What follows belongs to an exercise in optimizing a design on an open flow for small area and few clock cycles; a production flow would make more cautious choices. The RTL of this run was laid out without a check of its function.

`flow/design.v`:
```
module alu #(
	parameter INST_W = 4,
	parameter INT_W  = 6,
	parameter FRAC_W = 10,
	parameter DATA_W = INT_W + FRAC_W
)(
	input                      i_clk,
	input                      i_rst_n,
	input                      i_in_valid,
	output                     o_busy,
	input         [INST_W-1:0] i_inst,
	input  signed [DATA_W-1:0] i_data_a,
	input  signed [DATA_W-1:0] i_data_b,
	output                     o_out_valid,
	output        [DATA_W-1:0] o_data
);
	localparam SIGN_ADD = 4'b0000;
	localparam SIGN_SUB = 4'b0001;
	localparam SIGN_MUL = 4'b0010;
	localparam SOFTPLUS = 4'b0100;
	localparam XOR      = 4'b0101;
	localparam ARS      = 4'b0110;  
	localparam LEFT_ROT = 4'b0111;
	localparam CNT_L0   = 4'b1000;  
	localparam REV_M4   = 4'b1001;  
	localparam INIT     = 4'b1010;  
	localparam SIGN_ACC_1 = 4'b0011;
	localparam SIGN_ACC_2 = 4'b1011;
	localparam VECT_W    = 20;
	localparam VECT_SIZE = 16;
	reg [INST_W - 1: 0] current_state;
	reg [INST_W - 1: 0] next_state;
	reg                        o_busy_r;
	reg                        o_out_valid_r;
	reg        [DATA_W - 1: 0] o_data_r;
	wire                       o_busy_w;
	reg                        o_out_valid_w;
	reg        [DATA_W - 1: 0] o_data_w;
	reg signed [VECT_W - 1: 0] data_acc_old [VECT_SIZE - 1: 0];
	reg signed [VECT_W - 1: 0] data_acc_new [VECT_SIZE - 1: 0];
	reg signed [VECT_W - 1: 0] data_acc_out;
	reg signed [DATA_W - 1: 0] i_data_a_r;
	reg signed [DATA_W - 1: 0] i_data_b_r;
	reg need_saturate;
	integer i;
	assign o_busy       = o_busy_r;
	assign o_out_valid  = o_out_valid_r;
	assign o_data       = o_data_r;
	assign o_busy_w     = i_in_valid || current_state != INIT;
	always @ (*)
	begin
		data_acc_out  = 0;
		need_saturate = 0;
		begin
			case (current_state)
				SIGN_ADD:
				begin
					o_out_valid_w = 1;
					o_data_w      = add(i_data_a_r, i_data_b_r);
				end
				SIGN_SUB:
				begin
					o_out_valid_w = 1;
					o_data_w      = sub(i_data_a_r, i_data_b_r);
				end
				SIGN_MUL:
				begin
					o_out_valid_w = 1;
					o_data_w      = mul(i_data_a_r, i_data_b_r);
				end
				SIGN_ACC_1:
				begin
					o_out_valid_w = 0;
					o_data_w      = 0;
				end
				SIGN_ACC_2:
				begin
					data_acc_out = data_acc_new[i_data_a_r[$clog2(VECT_SIZE) - 1: 0]];
					if (data_acc_out[VECT_W - 1])
					begin
						need_saturate = (data_acc_out[(VECT_W - 1) - 1-: (VECT_W - DATA_W)] != {{(VECT_W - DATA_W){1'b1}}});
					end
					else
					begin
						need_saturate = (data_acc_out[(VECT_W - 1) - 1-: (VECT_W - DATA_W)] != {{(VECT_W - DATA_W){1'b0}}});
					end
					o_out_valid_w = 1;
					o_data_w      = (need_saturate) ?
										sat(data_acc_out[VECT_W - 1]) :
										data_acc_out[DATA_W - 1: 0];
				end
				SOFTPLUS:
				begin
					o_out_valid_w = 1;
					o_data_w      = softplus(i_data_a_r);
				end
				XOR:
				begin
					o_out_valid_w = 1;
					o_data_w      = exor(i_data_a_r, i_data_b_r);
				end
				ARS:
				begin
					o_out_valid_w = 1;
					o_data_w      = ars(i_data_a_r, i_data_b_r);
				end
				LEFT_ROT:
				begin
					o_out_valid_w = 1;
					o_data_w      = left_rot(i_data_a_r, i_data_b_r);
				end
				CNT_L0:
				begin
					o_out_valid_w = 1;
					o_data_w      = cnt_l0(i_data_a_r);
				end
				REV_M4:
				begin
					o_out_valid_w = 1;
					o_data_w      = rev_m4(i_data_a_r, i_data_b_r);
				end
				default:
				begin
					o_out_valid_w = 0;
					o_data_w      = 0;
				end
			endcase
		end
	end
	always @ (posedge i_clk or negedge i_rst_n)
	begin
		if (!i_rst_n)
		begin
			i_data_a_r <= 0;
			i_data_b_r <= 0;
		end
		else
		begin
			if (i_in_valid)
			begin
				i_data_a_r <= i_data_a;
				i_data_b_r <= i_data_b;
			end
			else
			begin
				i_data_a_r <= i_data_a_r;
				i_data_b_r <= i_data_b_r;
			end
		end
	end
	always @ (posedge i_clk or negedge i_rst_n)
	begin
		if (!i_rst_n)
		begin
			o_busy_r <= 1;
		end
		else
		begin
			o_busy_r <= o_busy_w;
		end
	end
	always @ (posedge i_clk or negedge i_rst_n)
	begin
		if (!i_rst_n)
		begin
			o_out_valid_r <= 0;
		end
		else
		begin
			o_out_valid_r <= o_out_valid_w;
		end
	end
	always @ (posedge i_clk or negedge i_rst_n)
	begin
		if (!i_rst_n)
		begin
			for (i = 0; i < VECT_SIZE; i = i + 1)
			begin
				data_acc_new[i] <= 0;
			end
		end
		else
		begin
			for (i = 0; i < VECT_SIZE; i = i + 1)
			begin
				if (current_state == SIGN_ACC_1 && i == i_data_a_r)
				begin
					data_acc_new[i] <= data_acc_old[i] + i_data_b_r;
				end
				else
				begin
					data_acc_new[i] <= data_acc_new[i];
				end
			end
		end
	end
	always @ (posedge i_clk or negedge i_rst_n)
	begin
		if (!i_rst_n)
		begin
			for (i = 0; i < VECT_SIZE; i = i + 1)
			begin
				data_acc_old[i] <= 0;
			end
		end
		else if (current_state == SIGN_ACC_2)
		begin
			for (i = 0; i < VECT_SIZE; i = i + 1)
			begin
				data_acc_old[i] <= data_acc_new[i];
			end
		end
	end
	always @ (posedge i_clk or negedge i_rst_n)
	begin
		if (!i_rst_n)
		begin
			current_state <= INIT;
		end
		else
		begin
			current_state <= next_state;
		end
	end
	always @ (*)
	begin
		case (current_state)
			INIT:
			begin
				if (i_in_valid)
				begin
					case (i_inst)
						SIGN_ADD:   next_state = SIGN_ADD;    
						SIGN_SUB:   next_state = SIGN_SUB;    
						SIGN_MUL:   next_state = SIGN_MUL;    
						SIGN_ACC_1: next_state = SIGN_ACC_1;  
						SOFTPLUS:   next_state = SOFTPLUS;    
						XOR:        next_state = XOR;         
						ARS:        next_state = ARS;         
						LEFT_ROT:   next_state = LEFT_ROT;    
						CNT_L0:     next_state = CNT_L0;      
						REV_M4:     next_state = REV_M4;      
						default:    next_state = INIT;        
					endcase
				end
				else
				begin
					next_state = INIT;
				end
			end
			SIGN_ACC_1:
			begin
				next_state = SIGN_ACC_2;
			end
			default:  next_state = INIT;
		endcase
	end
	always @ (posedge i_clk or negedge i_rst_n)
	begin
		if (!i_rst_n)
		begin
			o_data_r <= 0;
		end
		else
		begin
			o_data_r <= o_data_w;
		end
	end
	function automatic signed [DATA_W - 1: 0] add;
		input signed [DATA_W - 1: 0] a;
		input signed [DATA_W - 1: 0] b;
		reg signed [DATA_W - 1: 0] sum;
		reg                        is_overflow;
		begin
			sum = a + b;
			is_overflow = (a[DATA_W - 1] & b[DATA_W - 1] & ~sum[DATA_W - 1]) || (~a[DATA_W - 1] & ~b[DATA_W - 1] & sum[DATA_W - 1]);
			add = (is_overflow) ? sat(!sum[DATA_W - 1]) : sum;
		end
	endfunction
	function automatic signed [DATA_W - 1: 0] sub;
		input signed [DATA_W - 1: 0] a;
		input signed [DATA_W - 1: 0] b;
		reg signed [DATA_W - 1: 0] diff;
		reg                        is_overflow;
		begin
			diff = a - b;
			is_overflow = (a[DATA_W - 1] & ~b[DATA_W - 1] & ~diff[DATA_W - 1]) || (~a[DATA_W - 1] & b[DATA_W - 1] & diff[DATA_W - 1]);
			sub = (is_overflow) ? sat(!diff[DATA_W - 1]) : diff;
		end
	endfunction
	function automatic signed [DATA_W - 1: 0] mul;
		input signed [DATA_W - 1: 0] a;
		input signed [DATA_W - 1: 0] b;
		reg [2 * DATA_W: 0] prod;
		reg                 is_overflow;
		reg                 is_signed;
		begin
			prod = a * b;
			prod = rnd(prod, 9);
			is_signed = prod[2 * DATA_W];
			if (is_signed)
			begin
				is_overflow = (prod[(2 * DATA_W) - 1-: INT_W + 1] != {{(INT_W + 1){1'b1}}});
			end
			else
			begin
				is_overflow = (prod[(2 * DATA_W) - 1-: INT_W + 1] != {{(INT_W + 1){1'b0}}});
			end
			mul = prod[((2 * DATA_W) - INT_W - 1)-: DATA_W];
			mul = (is_overflow) ? sat(is_signed) : mul;
		end
	endfunction
	function automatic signed [DATA_W - 1: 0] softplus;
		input signed [DATA_W - 1: 0] a;
		reg signed [2 * DATA_W: 0] frac;
		reg signed  [INT_W - 1: 0] a_int;
		begin
			a_int = a[(DATA_W - 1)-: INT_W];
			if (a_int >= 'sd2)  
			begin
				softplus = a;
			end
			else if (a_int < 'sd2 && a_int >= 'sd0)  
			begin
				frac = a << 1;
				frac = frac + 12'b1000_0000_0000;
				frac = frac[DATA_W - 1: 0] * 16'hAAAB;
				frac = rnd(frac, 16);
				frac = frac >> 17;
				softplus = frac[DATA_W - 1: 0];
			end
			else if (a_int < 'sd0 && a_int >= -'sd1)  
			begin
				frac = a + 12'b1000_0000_0000;
				frac = frac[DATA_W - 1: 0] * 16'hAAAB;
				frac = rnd(frac, 16);
				frac = frac >> 17;
				softplus = frac[DATA_W - 1: 0];
			end
			else if (a_int < -'sd1 && a_int >= -'sd2)  
			begin
				frac = a << 1;
				frac = frac[DATA_W - 1: 0] + 14'b01_0100_0000_0000;
				frac = frac[DATA_W - 1: 0] * 16'hE38F;
				frac = rnd(frac, 18);
				frac = frac >> 19;
				softplus = frac[DATA_W - 1: 0];
			end
			else if (a_int < -'sd2 && a_int >= -'sd3)  
			begin
				frac = a + 12'b1100_0000_0000;
				frac = frac[DATA_W - 1: 0] * 16'hE38F;
				frac = rnd(frac, 18);
				frac = frac >> 19;
				softplus = frac[DATA_W - 1: 0];
			end
			else  
			begin
				softplus = 0;
			end
		end
	endfunction
	function automatic signed [DATA_W - 1: 0] exor;
		input signed [DATA_W - 1: 0] a;
		input signed [DATA_W - 1: 0] b;
		begin
			exor = a ^ b;
		end
	endfunction
	function automatic signed [DATA_W - 1: 0] ars;
		input signed [DATA_W - 1: 0] a;
		input signed [DATA_W - 1: 0] b;
		begin
			ars = a >>> b;
		end
	endfunction
	function automatic [DATA_W - 1: 0] left_rot;
		input [DATA_W - 1: 0] a;
		input [DATA_W - 1: 0] b;
		begin
			left_rot = (a << b) | (a >> (DATA_W - b));
		end
	endfunction
	function automatic [DATA_W - 1: 0] cnt_l0;
		input [DATA_W - 1: 0] a;
		reg [$clog2(DATA_W): 0] leading_one;
		integer i;
		begin
			if (a == 0)
			begin
				cnt_l0 = DATA_W;
			end
			else
			begin
				leading_one = 0;
				for (i = DATA_W - 1; i > 0; i = i - 1)
				begin
					if (a[i] && i > leading_one)
					begin
						leading_one = i;
					end
				end
				cnt_l0 = DATA_W - 1 - leading_one;
			end
		end
	endfunction
	function automatic [DATA_W - 1: 0] rev_m4;
		input [DATA_W - 1: 0] a;
		input [DATA_W - 1: 0] b;
		integer i;
		begin
			for (i = 0; i < 13; i = i + 1)
			begin
				rev_m4[i] = (a[i+: 4] == b[(DATA_W - 1 - i)-: 4]);
			end
			rev_m4[DATA_W - 1-: 3] = 0;
		end
	endfunction
	function automatic signed [DATA_W - 1: 0] sat;
		input is_signed;
		begin
			sat = (is_signed) ? 16'b1000_0000_0000_0000 : 16'b0111_1111_1111_1111;
		end
	endfunction
	function automatic signed [2 * DATA_W: 0] rnd;
		input signed [2 * DATA_W: 0] a;
		input    [$clog2(DATA_W): 0] rounding_bit;
		begin
			rnd = (a[rounding_bit]) ? a + (1'b1 << rounding_bit) : a;
		end
	endfunction
endmodule
```
`flow/run.sh`:
```
#!/bin/bash
# synth_recipe.tcl (not shown) runs the flow's synth.tcl, then flattens the netlist and writes it again
# the make line also repeats each setting of config.mk as NAME=value (left out here)
make -C /OpenROAD-flow-scripts/flow DESIGN_CONFIG=/design/flow/config.mk WORK_HOME=/design/flow/orfs CLKGATE_MAP_FILE= SYNTH_SCRIPT=/design/flow/synth_recipe.tcl finish
```
`flow/config.mk`:
```
export PLATFORM = sky130hd
export DESIGN_NAME = alu
export DESIGN_NICKNAME = alu
export VERILOG_FILES = /design/flow/design.v
export SDC_FILE = /design/flow/constraint.sdc
export NUM_CORES = 4
export LEC_CHECK = 0
export CAP_MARGIN = 20
export CORE_MARGIN = 2
export CORE_UTILIZATION = 45
export SLEW_MARGIN = 20
```
`flow/constraint.sdc`:
```
create_clock -name core_clock -period 10.0 [get_ports {i_clk}]
set_input_delay 2.0000 -clock core_clock [delete_from_list [all_inputs] [get_ports {i_clk}]]
set_output_delay 2.0000 -clock core_clock [all_outputs]
set_load 0.01 [all_outputs]
```
==> impl_metrics.csv <==
group,metric,value,unit
run_status,status,"no timing/DRC/antenna violations",
sta,setup_viol,0,
sta,maxSlewViolCount,0,
floorplan,die_width,400,microns
setup_path,critPathKind,"flip-flop to flip-flop",
global_routing,grt_overflow,0,
sta,rsz0062_at_grt,"false",
sta,fin_crit_sh,91.5,%
drt,wl,249000,microns
clock_network,cts_tree,"yes",
drt,vias,59718,
clock_network,clk_pin_slew,0.06,ns
setup_path,critPathLaunchType,"flip-flop",
setup_path,worstPathArrival,9.77,ns
placement,place_ws,1.03,ns
global_routing,antenna_found_initial,7,
clock_network,root_buffer,"clkbuf_16",
drt,avgRoutedWirePerCell,24.3,microns
yosys,ys_top_cells_by_area,"dfrtp_1 (25%), ha_1 (16%), fa_1 (15%), nand2_1 (8.9%), inv_1 (4.7%)",
yosys,async_flop_share,100,%
drt,drtIter0Drc,5516,
sta,hold_viol,0,
setup_path,r2r.worst_path.cells,22,
floorplan,core,156000,sq um
sta,worst_slack,0.853,ns
clock_network,post_cts_resized,0,
floorplan,io_pins,57,
clock_network,clockBufferDepth,3,
worst_hold_path,hp-start,"data_acc_new[1][2]$_DFFE_PN0P_",
clock_network,h-tree-depth,3,
clock_network,cts_sinks,694,
finish,fin_area,76800,sq um
clock_network,clk_latency,0.73,ns
worst_hold_path,hold_depth,2,
placement,post_dp_cell_area,73700,sq um
setup_path,end_kind,"flip-flop",
global_routing,grt_pass1_vias,58930,
yosys,syn_inst,8137,
finish,final_util,49.2,%
placement,place.gp.congestion,1.08,
finish,area_growth,8.91,%
sta,slew_headroom,21.9,%
yosys,syn_area,70500,sq um
yosys,yosysTopAreaCell,"dfrtp_1",
floorplan,die_y,400,microns
clock_network,hold_buffers,0,
clock_network,post_cts_buffers,0,
placement,dp.final_hpwl,192000,microns
setup_path,timing.rr.start,"i_data_a_r[6]$_DFFE_PN0P_",
sta,period_needed,9.15,ns
worst_hold_path,min_path_type,"flip-flop to flip-flop",
sta,fmax,109,MHz
yosys,syn_nets,9596,
drt,drc,0,
sta,worst_pin_slew,1.17,ns
floorplan,initial_core_util,45.2,%
yosys,synth-seq-cells,694,
setup_path,regToRegSetupSlack,0.85,ns
yosys,synth_top_area_share,24.5,%
floorplan,std_cell_rows,145,
yosys,synth.most_common_cell,"nand2_1",
yosys,ys.flop_type,"dfrtp_1",
floorplan,die_area,160000,sq um
finish,drive_gt1_share,5.25,%
setup_path,r2r_end,"o_data_r[0]$_DFF_PN0_",
placement,port_buffers,56,
yosys,synth_edf_count,0,
global_routing,grt_max_degree,160,
yosys,ys_seq_area_share,24.6,%
setup_path,worstPathRequired,10.62,ns
yosys,ys_warn_count,3,
yosys,synth_commonest_cells,"nand2_1 (1673), inv_1 (891), ha_1 (883)",
finish,finalNetCount,9574,
setup_path,path_max_fanout,13,
flow_run,max_cap_violations,0,
sta,finalSetupTns,0,ns
yosys,avgSynthCellArea,8.67,sq um
sta,finClkSkew,0.0844,ns
drt,drtPass1Iterations,7,
sta,holdWs,0.465,ns
global_routing,grt_pass1_wl,374000,microns
drt,postRouteAntennaNets,0,
yosys,yosysUniqueCellTypes,115,
global_routing,track_usage,31.1,%
drt,via_per_inst,5.83,
worst_hold_path,min_to,"data_acc_old[1][2]$_DFFE_PN0P_",
clock_network,numCtsBuffers,86,
==> cells in the final DEF (no fill, tap or decap), types with 31 or more instances in the layout <==
master	synthesis	routed
nand2_1	1673	1672
inv_1	891	890
ha_1	883	883
dfrtp_1	691	679
fa_1	537	537
o21ai_0	527	527
a21oi_1	353	353
nor2_1	343	342
xnor2_1	238	238
xor2_1	199	199
nand3_1	137	136
buf_4	2	132
a21o_1	119	119
nor3_1	106	105
clkbuf_16	0	86
a22oi_1	80	80
o31ai_1	63	63
a31oi_1	54	54
clkdlybuf4s50_1	0	54
and3_1	51	51
and2_1	51	50
nand2b_1	47	47
nor2b_1	44	44
nand4_1	44	44
a211oi_1	41	41
a21boi_0	41	41
mux2_2	38	38
a22o_1	32	32
o22ai_1	31	31
==> state kept, by name, summed over array words and instances, names as in the netlist <==
register and count:
o_data_r 16, o_out_valid_r 1, i_data_a_r 16, o_busy_r 1
data_acc_old 320, i_data_b_r 16, current_state 4, data_acc_new 320
==> how the worst max path moves through the flow <==
stage / endpoint / cells past startpoint / from
4_1_cts: o_data_r[0]$_DFF_PN0_ / 24 / i_data_a_r[10]$_DFFE_PN0P_
3_3_place_gp: o_data_r[0]$_DFF_PN0_ / 22 / i_data_a_r[6]$_DFFE_PN0P_
5_1_grt: o_data_r[0]$_DFF_PN0_ / 24 / i_data_a_r[10]$_DFFE_PN0P_
6_report: o_data_r[0]$_DFF_PN0_ / 22 / i_data_a_r[6]$_DFFE_PN0P_
2_1_floorplan: o_data_r[14]$_DFF_PN0_ / 32 / i_data_b_r[1]$_DFFE_PN0P_
3_5_place_dp: o_data_r[0]$_DFF_PN0_ / 24 / i_data_a_r[10]$_DFFE_PN0P_
==> layout make-up <==
class / count / area, sq um
fill: 14935 / 79200
multi-input combinational: 6237 / 48600
sequential: 694 / 17400
inverter: 902 / 3390
clock buffer: 130 / 2610
tap: 2058 / 2570
timing repair buffer: 194 / 1670
clock inverter: 28 / 539
antenna: 2 / 5.00
==> cells by family (layout without fill, tap and decap cells) <==
group | Yosys count | after routing | share of synthesized area, %
AOI/OAI and AO/OA | 1669 | 1669 | 15.2
xor gates and xnor gates | 442 | 442 | 5.56
adders and majority gates | 1420 | 1420 | 30.9
buffers and inverters | 1206 | 1254 | 6.44
DFF | 694 | 694 | 24.6
muxes | 63 | 63 | 1.07
other | 0 | 2 | 0
and+or+nand+nor | 2643 | 2643 | 16.2
==> metal layers <==
metal | up-vias | track usage [%] | part of all wire, %
met5 | - | 0 | 0.0052
li1 | 27426 | - | -
met3 | 418 | 5.07 | 7.9
met1 | 29697 | 44.4 | 44
met4 | 2 | 11.9 | 4.2
met2 | 2175 | 47.4 | 44
==> worst max-delay path: stages (launching register included) <==
cell and delay [ns]:
dfrtp_1 1.09, ha_1 0.48, fa_1 0.51, fa_1 0.52, fa_1 0.44, fa_1 0.55, inv_1 0.05, fa_1 0.47
inv_1 0.05, fa_1 0.44, ha_1 0.40, a21oi_1 0.43, nand3_1 0.16, a31oi_2 0.35, o21ai_1 0.15, xor2_1 0.45
nand4_4 0.26, nor4_4 0.46, nor4b_1 0.31, o21ai_1 0.11, a211oi_2 0.61, o21bai_1 0.41, o221ai_1 0.31
==> metrics by stage <==
step / cells
after detailed placement: 10085
after global routing: 10243
after floorplan: 8137
final: 10245
after CTS: 10243
after global placement: 10085

[re-timing with driven ports]
How much do the figures lean on ideal ports? The routed layout below was timed once more, with nothing changed but the port constraints.
Step 1 (the two cells are an assumption about what drives the block):
set clk [get_ports {i_clk}]
set_driving_cell -lib_cell sky130_fd_sc_hd__clkbuf_16 $clk
set_driving_cell -lib_cell sky130_fd_sc_hd__buf_2 [delete_from_list [all_inputs] $clk]
Step 2, shift: input delay + t, output delay - t, t = (earliest + latest rising clock arrival at the registers) / 2. This alone moves slack from input paths to output paths.
Three values: ideal, step 1, step 2; two values: the first two.
shift t [ns]: 0.761
setup WS [ns]: 0.853 / 0.853 / 0.853
pins driven straight from the clock port: 1
After both steps this run still meets setup and hold. The setup slack of this run moves by 0.000 ns with the drivers and by 0.000 ns with both steps.
